Source: an optimization exercise on an open RTL-to-GDS flow (aim: small area). Production flows keep margins and buffers that such runs may drop.
RTL that was checked went through simulation tests only; none was proved equivalent to the original.
No driver is modelled on the clock port, so clock power and skew are understated where the tree is cut down; a real chip needs a root buffer or a tree.
Power figures rest on the tool's default switching activity, not on a simulated workload.

==> inputs of 04-11 <==
==> flow/design.v <==
`timescale 1ns / 1ps
module fir2n #(parameter WIDTH_DATA = 8, parameter N_TAPS = 16, parameter LOG2_N_TAPS = 4, parameter WIDTH_COEF0 = 8, parameter WIDTH_MAC_OUT = 8)(
    input clk, rst,
    input [WIDTH_DATA-1:0] din,
    output reg [WIDTH_MAC_OUT-1:0] dout
    );
    reg [4:0] cnt;           
    reg       flush;         
    wire [3:0] ph = cnt[3:0];
    always @(posedge clk) begin
        if (rst) begin
            cnt <= 5'd0;
            flush <= 1'b1;
        end else begin
            cnt <= cnt + 5'd1;
            if (cnt == 5'd31) flush <= 1'b0;
        end
    end
    reg [7:0] e1;
    reg [7:0] l1 [0:15];
    reg [7:0] l1n16;         
    reg [7:0] l2 [0:14];
    integer i;
    always @(posedge clk) begin
        l2[0] <= (flush | ph == 4'd13) ? l1[15] : l2[14];
        l2[1] <= (ph == 4'd15) ? din : l2[0];
        for (i = 2; i < 15; i = i + 1) l2[i] <= l2[i-1];
        if (ph == 4'd13) e1 <= l2[14];
        l1[0] <= ~({8{flush}} | l1n16);
        for (i = 1; i < 16; i = i + 1) l1[i] <= l1[i-1];
        l1n16 <= ~((ph == 4'd13) ? e1 : l1[15]);
    end
    reg [7:0] a, nb;
    wire first = (ph == 4'd15);
    wire [7:0] a0 = first ? 8'd0 : a;
    wire [7:0] s1 = a0 ^ l1[0] ^ l2[0];
    wire [7:0] c1 = (a0 & l1[0]) | (a0 & l2[0]) | (l1[0] & l2[0]);
    wire [7:0] sa, ca;
    wire [7:0] x2 = {c1[6:0], 1'b0};
    assign sa = s1 ^ x2 ^ {ca[6:0], 1'b0};
    assign ca = (s1 & x2) | (s1 & {ca[6:0], 1'b0}) | (x2 & {ca[6:0], 1'b0});
    wire [7:0] sb, cb;
    assign sb = nb ^ a ^ {cb[6:0], 1'b0};
    assign cb = (nb & a) | (nb & {cb[6:0], 1'b0}) | (a & {cb[6:0], 1'b0});
    always @(posedge clk) begin
        a <= sa;
        nb <= first ? 8'hff : sb;
    end
    wire [7:0] y = {a[3:0] + ~nb[7:4], ~nb[3:0]};
    wire clr = rst | (first & flush);
    always @(posedge clk) begin
        if (clr)
            dout <= 8'd0;
        else if (first)
            dout <= y;
    end
endmodule
==> flow/flow/run.sh <==
#!/bin/bash
# Standard layout, with small port buffers, no CTS dummy loads, a clock tree
# of one root buffer and leaf buffers, and power (size) recovery.
bash standard.sh BUFFER_PORTS_ARGS="-buffer_cell sky130_fd_sc_hd__buf_1" RECOVER_POWER=100 \
  CTS_ARGS="-sink_clustering_enable -repair_clock_nets -dont_use_dummy_load -buf_list sky130_fd_sc_hd__clkbuf_16 -sink_clustering_size 45 -sink_clustering_max_diameter 60" \
  POST_CTS_TCL="$PWD/flow/post_cts.tcl" \
  finish > standard.log 2>&1
==> flow/flow/post_cts.tcl <==
# Collapse the intermediate levels of the clock tree: every clock buffer
# whose output drives only other clock buffers is removed and its loads
# are moved to its input net.
set block [ord::get_db_block]
set changed 1
while {$changed} {
  set changed 0
  foreach inst [$block getInsts] {
    set master [[$inst getMaster] getName]
    if {![string match "sky130_fd_sc_hd__clkbuf_*" $master]} { continue }
    set a [$inst findITerm A]
    set x [$inst findITerm X]
    if {$a == "NULL" || $x == "NULL"} { continue }
    set in [$a getNet]
    set out [$x getNet]
    if {$in == "NULL" || $out == "NULL"} { continue }
    # the input must come from another buffer, not from the clock port
    if {[llength [$in getBTerms]] > 0} { continue }
    set only_bufs 1
    set loads {}
    foreach it [$out getITerms] {
      if {[$it getInst] == $inst} { continue }
      set m [[[$it getInst] getMaster] getName]
      if {![string match "sky130_fd_sc_hd__clkbuf_*" $m]} { set only_bufs 0; break }
      lappend loads $it
    }
    if {!$only_bufs || [llength $loads] == 0} { continue }
    puts "collapse clock buffer [$inst getName] ([llength $loads] loads)"
    foreach it $loads {
      $it disconnect
      $it connect $in
    }
    $a disconnect
    $x disconnect
    odb::dbInst_destroy $inst
    odb::dbNet_destroy $out
    set changed 1
    break
  }
}

# Downsize the root buffer, which drives only leaf buffers, and leaf
# buffers with few sinks.
set small [[ord::get_db] findMaster sky130_fd_sc_hd__clkbuf_8]
foreach inst [$block getInsts] {
  if {[[$inst getMaster] getName] != "sky130_fd_sc_hd__clkbuf_16"} { continue }
  set out [[$inst findITerm X] getNet]
  if {$out == "NULL"} { continue }
  set n 0
  set bufs 0
  foreach it [$out getITerms] {
    if {[$it getInst] == $inst} { continue }
    incr n
    if {[string match "sky130_fd_sc_hd__clkbuf_*" [[[$it getInst] getMaster] getName]]} { incr bufs }
  }
  if {($bufs == $n && $n <= 12) || $n <= 20} {
    puts "downsize clock buffer [$inst getName] ($n loads)"
    $inst swapMaster $small
  }
}
estimate_parasitics -placement
report_clock_skew
==> flow/standard.sh <==
#!/bin/bash
# synth_recipe.tcl (not shown) runs the flow's synth.tcl, then flattens the netlist and writes it again
# the make line also repeats each setting of config.mk as NAME=value (left out here)
make -C /OpenROAD-flow-scripts/flow DESIGN_CONFIG=/design/flow/config.mk WORK_HOME=/design/flow/orfs CLKGATE_MAP_FILE= SYNTH_SCRIPT=/design/flow/synth_recipe.tcl "${@:-finish}"
==> flow/config.mk <==
export PLATFORM = sky130hd
export DESIGN_NAME = fir2n
export DESIGN_NICKNAME = fir2n
export VERILOG_FILES = /design/flow/design.v
export SDC_FILE = /design/flow/constraint.sdc
export NUM_CORES = 4
export LEC_CHECK = 0
export CAP_MARGIN = 20
export CORE_MARGIN = 2
export CORE_UTILIZATION = 70
export SLEW_MARGIN = 20
==> flow/constraint.sdc <==
create_clock -name core_clock -period 4.5 [get_ports {clk}]
set_input_delay 0.9000 -clock core_clock [delete_from_list [all_inputs] [get_ports {clk}]]
set_output_delay 0.9000 -clock core_clock [all_outputs]
set_load 0.01 [all_outputs]
==> 10-22 (differences from 04-11) <==
==> flow/flow/run.sh (replaced) <==
#!/bin/bash
# Standard layout, with small port buffers, no CTS dummy loads, a clock tree
# of one root buffer and leaf buffers, and power (size) recovery.
bash standard.sh BUFFER_PORTS_ARGS="-buffer_cell sky130_fd_sc_hd__buf_1" RECOVER_POWER=100 \
  CTS_ARGS="-sink_clustering_enable -repair_clock_nets -dont_use_dummy_load -buf_list sky130_fd_sc_hd__clkbuf_8 -sink_clustering_size 22 -sink_clustering_max_diameter 60" \
  POST_CTS_TCL="$PWD/flow/post_cts.tcl" \
  finish > standard.log 2>&1
CORE_UTILIZATION = 60   (was 70)
==> 05-05 (differences from 04-11) <==
==> flow/design.v, changed modules only <==
module fir2n #(parameter WIDTH_DATA = 8, parameter N_TAPS = 16, parameter LOG2_N_TAPS = 4, parameter WIDTH_COEF0 = 8, parameter WIDTH_MAC_OUT = 8)(
    input clk, rst,
    input [WIDTH_DATA-1:0] din,
    output reg [WIDTH_MAC_OUT-1:0] dout
    );
    reg [4:0] cnt;           
    reg       flush;         
    wire [3:0] ph = cnt[3:0];
    always @(posedge clk) begin
        if (rst) begin
            cnt <= 5'd0;
            flush <= 1'b1;
        end else begin
            cnt <= cnt + 5'd1;
            if (cnt == 5'd30) flush <= 1'b0;
        end
    end
    reg [7:0] e0, e1;
    reg [7:0] l1 [0:16];
    reg [7:0] l2 [0:14];
    integer i;
    always @(posedge clk) begin
        if (ph == 4'd15) begin
            e0 <= din;
            e1 <= e0;
        end
        l1[0] <= flush ? 8'd0 : (ph == 4'd14 ? e1 : l1[16]);
        for (i = 1; i < 17; i = i + 1) l1[i] <= l1[i-1];
        l2[0] <= flush ? 8'd0 : (ph == 4'd13 ? l1[15] : l2[14]);
        for (i = 1; i < 15; i = i + 1) l2[i] <= l2[i-1];
    end
    reg [7:0] a, b;
    wire first = (ph == 4'd15);
    always @(posedge clk) begin
        a <= (first ? 8'd0 : a) + l1[0] + l2[0];
        b <= first ? 8'd0 : b - a;
    end
    always @(posedge clk) begin
        if (rst)
            dout <= 8'd0;
        else if (first)
            dout <= flush ? 8'd0 : {a[3:0] + b[7:4], b[3:0]};
    end
endmodule
==> flow/run.sh (new file) <==
#!/bin/bash
# synth_recipe.tcl (not shown) runs the flow's synth.tcl, then flattens the netlist and writes it again
# the make line also repeats each setting of config.mk as NAME=value (left out here)
make -C /OpenROAD-flow-scripts/flow DESIGN_CONFIG=/design/flow/config.mk WORK_HOME=/design/flow/orfs CLKGATE_MAP_FILE= SYNTH_SCRIPT=/design/flow/synth_recipe.tcl finish
ABC_AREA = 1   (was default)
removed: flow/flow/run.sh
removed: flow/flow/post_cts.tcl
removed: flow/standard.sh
==> results.tsv <==
metric	value	unit
synth_compound_area_share	0.849	%
rows	37	
cp_data_required_time	4.89	ns
status	timing/DRC/antenna clean	
rr_worst_depth	13	
final_core_util	75.1	%
report.power.total	4.08	mW
pwr-share-clk	26.3	%
multi_input_area	1170	um^2
multi_input_area_share	15.2	%
final_cell_mix	286 x dfxtp_1, 33 x nand2_1, 19 x fa_1	
# the run above: 04-11

==> results.tsv <==
metric	value	unit
rr_worst_depth	10	
rows	38	
final_core_util	82.1	%
status	timing/DRC/antenna clean	
final_cell_mix	286 x dfxtp_1, 77 x nand2_1, 53 x inv_1	
multi_input_area	1350	um^2
multi_input_area_share	15.2	%
synth_compound_area_share	2.92	%
# the run above: 05-05

==> results.tsv <==
metric	value	unit
status	timing/DRC/antenna clean	
synth_compound_area_share	0.849	%
cp_data_required_time	4.91	ns
report.power.total	3.97	mW
multi_input_area_share	15.2	%
pwr-share-clk	24.3	%
final_cell_mix	286 x dfxtp_1, 33 x nand2_1, 19 x fa_1	
rows	40	
multi_input_area	1160	um^2
# the run above: 10-22

No functional check of the RTL was part of 05-05.

---

==> exp/cedar: inputs <==
Starts from the design.v that is shown in full above.
Settings: LEC_CHECK=0, CAP_MARGIN=20, CORE_MARGIN=2, CORE_UTILIZATION=70, SLEW_MARGIN=20; clock period 4.5 ns.
standard.sh (not shown) runs the stock make flow with config.mk's settings and CLKGATE_MAP_FILE= SYNTH_SCRIPT=/design/flow/synth_recipe.tcl, a recipe that flattens the netlist after the stock synthesis.
==> flow/flow/run.sh <==
#!/bin/bash
# Standard layout, with small port buffers, no CTS dummy loads, a clock tree
# of one root buffer and leaf buffers, and power (size) recovery.
bash standard.sh BUFFER_PORTS_ARGS="-buffer_cell sky130_fd_sc_hd__buf_1" RECOVER_POWER=100 \
  CTS_ARGS="-sink_clustering_enable -repair_clock_nets -dont_use_dummy_load -buf_list sky130_fd_sc_hd__clkbuf_8 -sink_clustering_size 22 -sink_clustering_max_diameter 60" \
  POST_CTS_TCL="$PWD/flow/post_cts.tcl" \
  finish > standard.log 2>&1
==> flow/flow/post_cts.tcl <==
# Collapse the intermediate levels of the clock tree: every clock buffer
# whose output drives only other clock buffers is removed and its loads
# are moved to its input net.
set block [ord::get_db_block]
set changed 1
while {$changed} {
  set changed 0
  foreach inst [$block getInsts] {
    set master [[$inst getMaster] getName]
    if {![string match "sky130_fd_sc_hd__clkbuf_*" $master]} { continue }
    set a [$inst findITerm A]
    set x [$inst findITerm X]
    if {$a == "NULL" || $x == "NULL"} { continue }
    set in [$a getNet]
    set out [$x getNet]
    if {$in == "NULL" || $out == "NULL"} { continue }
    # the input must come from another buffer, not from the clock port
    if {[llength [$in getBTerms]] > 0} { continue }
    set only_bufs 1
    set loads {}
    foreach it [$out getITerms] {
      if {[$it getInst] == $inst} { continue }
      set m [[[$it getInst] getMaster] getName]
      if {![string match "sky130_fd_sc_hd__clkbuf_*" $m]} { set only_bufs 0; break }
      lappend loads $it
    }
    if {!$only_bufs || [llength $loads] == 0} { continue }
    puts "collapse clock buffer [$inst getName] ([llength $loads] loads)"
    foreach it $loads {
      $it disconnect
      $it connect $in
    }
    $a disconnect
    $x disconnect
    odb::dbInst_destroy $inst
    odb::dbNet_destroy $out
    set changed 1
    break
  }
}

# Downsize the root buffer, which drives only leaf buffers, and leaf
# buffers with few sinks.
set small [[ord::get_db] findMaster sky130_fd_sc_hd__clkbuf_4]
foreach inst [$block getInsts] {
  if {![string match "sky130_fd_sc_hd__clkbuf_*" [[$inst getMaster] getName]]} { continue }
  set out [[$inst findITerm X] getNet]
  if {$out == "NULL"} { continue }
  set n 0
  set bufs 0
  foreach it [$out getITerms] {
    if {[$it getInst] == $inst} { continue }
    incr n
    if {[string match "sky130_fd_sc_hd__clkbuf_*" [[[$it getInst] getMaster] getName]]} { incr bufs }
  }
  if {($bufs == $n && $n <= 16) || $n <= 13} {
    puts "downsize clock buffer [$inst getName] ($n loads)"
    $inst swapMaster $small
  }
}
estimate_parasitics -placement
report_clock_skew
==> exp/pepper (differences from exp/cedar) <==
==> flow/design.v, changed modules only <==
module fir2n #(parameter WIDTH_DATA = 8, parameter N_TAPS = 16, parameter LOG2_N_TAPS = 4, parameter WIDTH_COEF0 = 8, parameter WIDTH_MAC_OUT = 8)(
    input clk, rst,
    input [WIDTH_DATA-1:0] din,
    output reg [WIDTH_MAC_OUT-1:0] dout
    );
    reg [4:0] cnt;           
    reg       flush;         
    wire [3:0] ph = cnt[3:0];
    always @(posedge clk) begin
        if (rst) begin
            cnt <= 5'd0;
            flush <= 1'b1;
        end else begin
            cnt <= cnt + 5'd1;
            if (cnt == 5'd31) flush <= 1'b0;
        end
    end
    reg [7:0] e0, e1;
    reg [7:0] l1 [0:16];
    reg [7:0] l2 [0:14];
    integer i;
    always @(posedge clk) begin
        if (ph == 4'd15) begin
            e0 <= din;
            e1 <= e0;
        end
        l1[0] <= flush ? 8'd0 : (ph == 4'd14 ? e1 : l1[16]);
        for (i = 1; i < 17; i = i + 1) l1[i] <= l1[i-1];
        l2[0] <= (flush | ph == 4'd13) ? l1[15] : l2[14];
        for (i = 1; i < 15; i = i + 1) l2[i] <= l2[i-1];
    end
    reg [7:0] a, nb;
    wire first = (ph == 4'd15);
    wire [7:0] a0 = first ? 8'd0 : a;
    wire [7:0] s1 = a0 ^ l1[0] ^ l2[0];
    wire [7:0] c1 = (a0 & l1[0]) | (a0 & l2[0]) | (l1[0] & l2[0]);
    wire [7:0] sa, ca;
    wire [7:0] x2 = {c1[6:0], 1'b0};
    assign sa = s1 ^ x2 ^ {ca[6:0], 1'b0};
    assign ca = (s1 & x2) | (s1 & {ca[6:0], 1'b0}) | (x2 & {ca[6:0], 1'b0});
    wire [7:0] sb, cb;
    assign sb = nb ^ a ^ {cb[6:0], 1'b0};
    assign cb = (nb & a) | (nb & {cb[6:0], 1'b0}) | (a & {cb[6:0], 1'b0});
    always @(posedge clk) begin
        a <= sa;
        nb <= first ? 8'hff : sb;
    end
    wire [7:0] y = {a[3:0] + ~nb[7:4], ~nb[3:0]};
    always @(posedge clk) begin
        if (rst)
            dout <= 8'd0;
        else if (first)
            dout <= flush ? 8'd0 : y;
    end
endmodule
==> flow/flow/run.sh (replaced) <==
#!/bin/bash
# Standard layout, with small port buffers, no CTS dummy loads and power (size) recovery.
bash standard.sh BUFFER_PORTS_ARGS="-buffer_cell sky130_fd_sc_hd__buf_1" RECOVER_POWER=100 \
  CTS_ARGS="-sink_clustering_enable -repair_clock_nets -dont_use_dummy_load -buf_list sky130_fd_sc_hd__clkbuf_16 -sink_clustering_size 35 -sink_clustering_max_diameter 60" \
  finish > standard.log 2>&1
removed: flow/flow/post_cts.tcl
==> notes <==
Maximum frequency: exp/cedar is larger than exp/pepper (about 0.5%). In exp/pepper the flip-flop and latch count is higher than in exp/cedar, by 8. Non-clock buffer count: exp/pepper is lower than exp/cedar (1). Against exp/pepper, the clock-buffer cell count of exp/cedar is higher by 2. Between exp/pepper and exp/cedar, the lower clock power is in exp/cedar (gap 33%, measured against exp/cedar). Between exp/cedar and exp/pepper, the lower final area is in exp/cedar (gap about 4%, measured against exp/pepper).
==> figures <==
Clock net sink count: exp/cedar 294; exp/pepper 302
Total power after layout: exp/cedar 3.93 mW; exp/pepper 4.01 mW
Worst slew slack as a fraction of its limit: exp/cedar 17.1%; exp/pepper 17.5%
Clock network contribution to total cell area: exp/cedar 2.56%; exp/pepper 4.13%
Register bit total from synthesis: exp/cedar 294; exp/pepper 302
Initial Utilization: exp/cedar 70.9%; exp/pepper 71.6%
Switch Pwr: exp/cedar 0.830 mW; exp/pepper 0.749 mW
Status: exp/cedar timing/DRC/antenna clean; exp/pepper timing/DRC/antenna clean
Total nets after synthesis: exp/cedar 485; exp/pepper 470
Multi-input combinational gate total: exp/cedar 139; exp/pepper 116
Repair and plain buffers: exp/cedar 19; exp/pepper 18
Achievable frequency: exp/cedar 236 MHz; exp/pepper 235 MHz
Gate count of the mapped netlist: exp/cedar 448; exp/pepper 432
Min setup slack post-route: exp/cedar 0.256 ns; exp/pepper 0.236 ns

[static timing again, ports no longer ideal]
No port has a modelled driver above. Below, the same layouts with a new extraction and two added sets of constraints.
Step 1 sets driving cells, clkbuf_16 on the clock port and buf_2 on the other inputs (assumed; they add their load-dependent delay and slew).
Step 2 moves the port delays by t, midway between the first and last clock arrival at a register: inputs arrive t later, outputs are due t later. That takes back most of the time a late clock gives input paths.
a / b / c = ideal ports / drivers / drivers and shift; a / b = the first two.
run | shift t [ns] | setup WS [ns] | worst setup path at the end | slew at the worst register clock pin (ns) | worst data-port slew with drivers (ns)
04-11 | 0.509 | 0.282 / 0.283 / 0.283 | register to register | 0.12 / 0.12 | 0.03
10-22 | 0.492 | 0.375 / 0.375 / 0.375 | register to register | 0.12 / 0.12 | 0.03
05-05 | 0.622 | 1.410 / 1.410 / 1.410 | register to register | 0.07 / 0.07 | 0.04
exp/cedar | 0.609 | 0.256 / 0.256 / 0.256 | register to register | 0.12 / 0.12 | 0.03
exp/pepper | 0.475 | 0.236 / 0.236 / 0.236 | register to register | 0.12 / 0.12 | 0.04
After both steps every run listed still meets setup and hold.
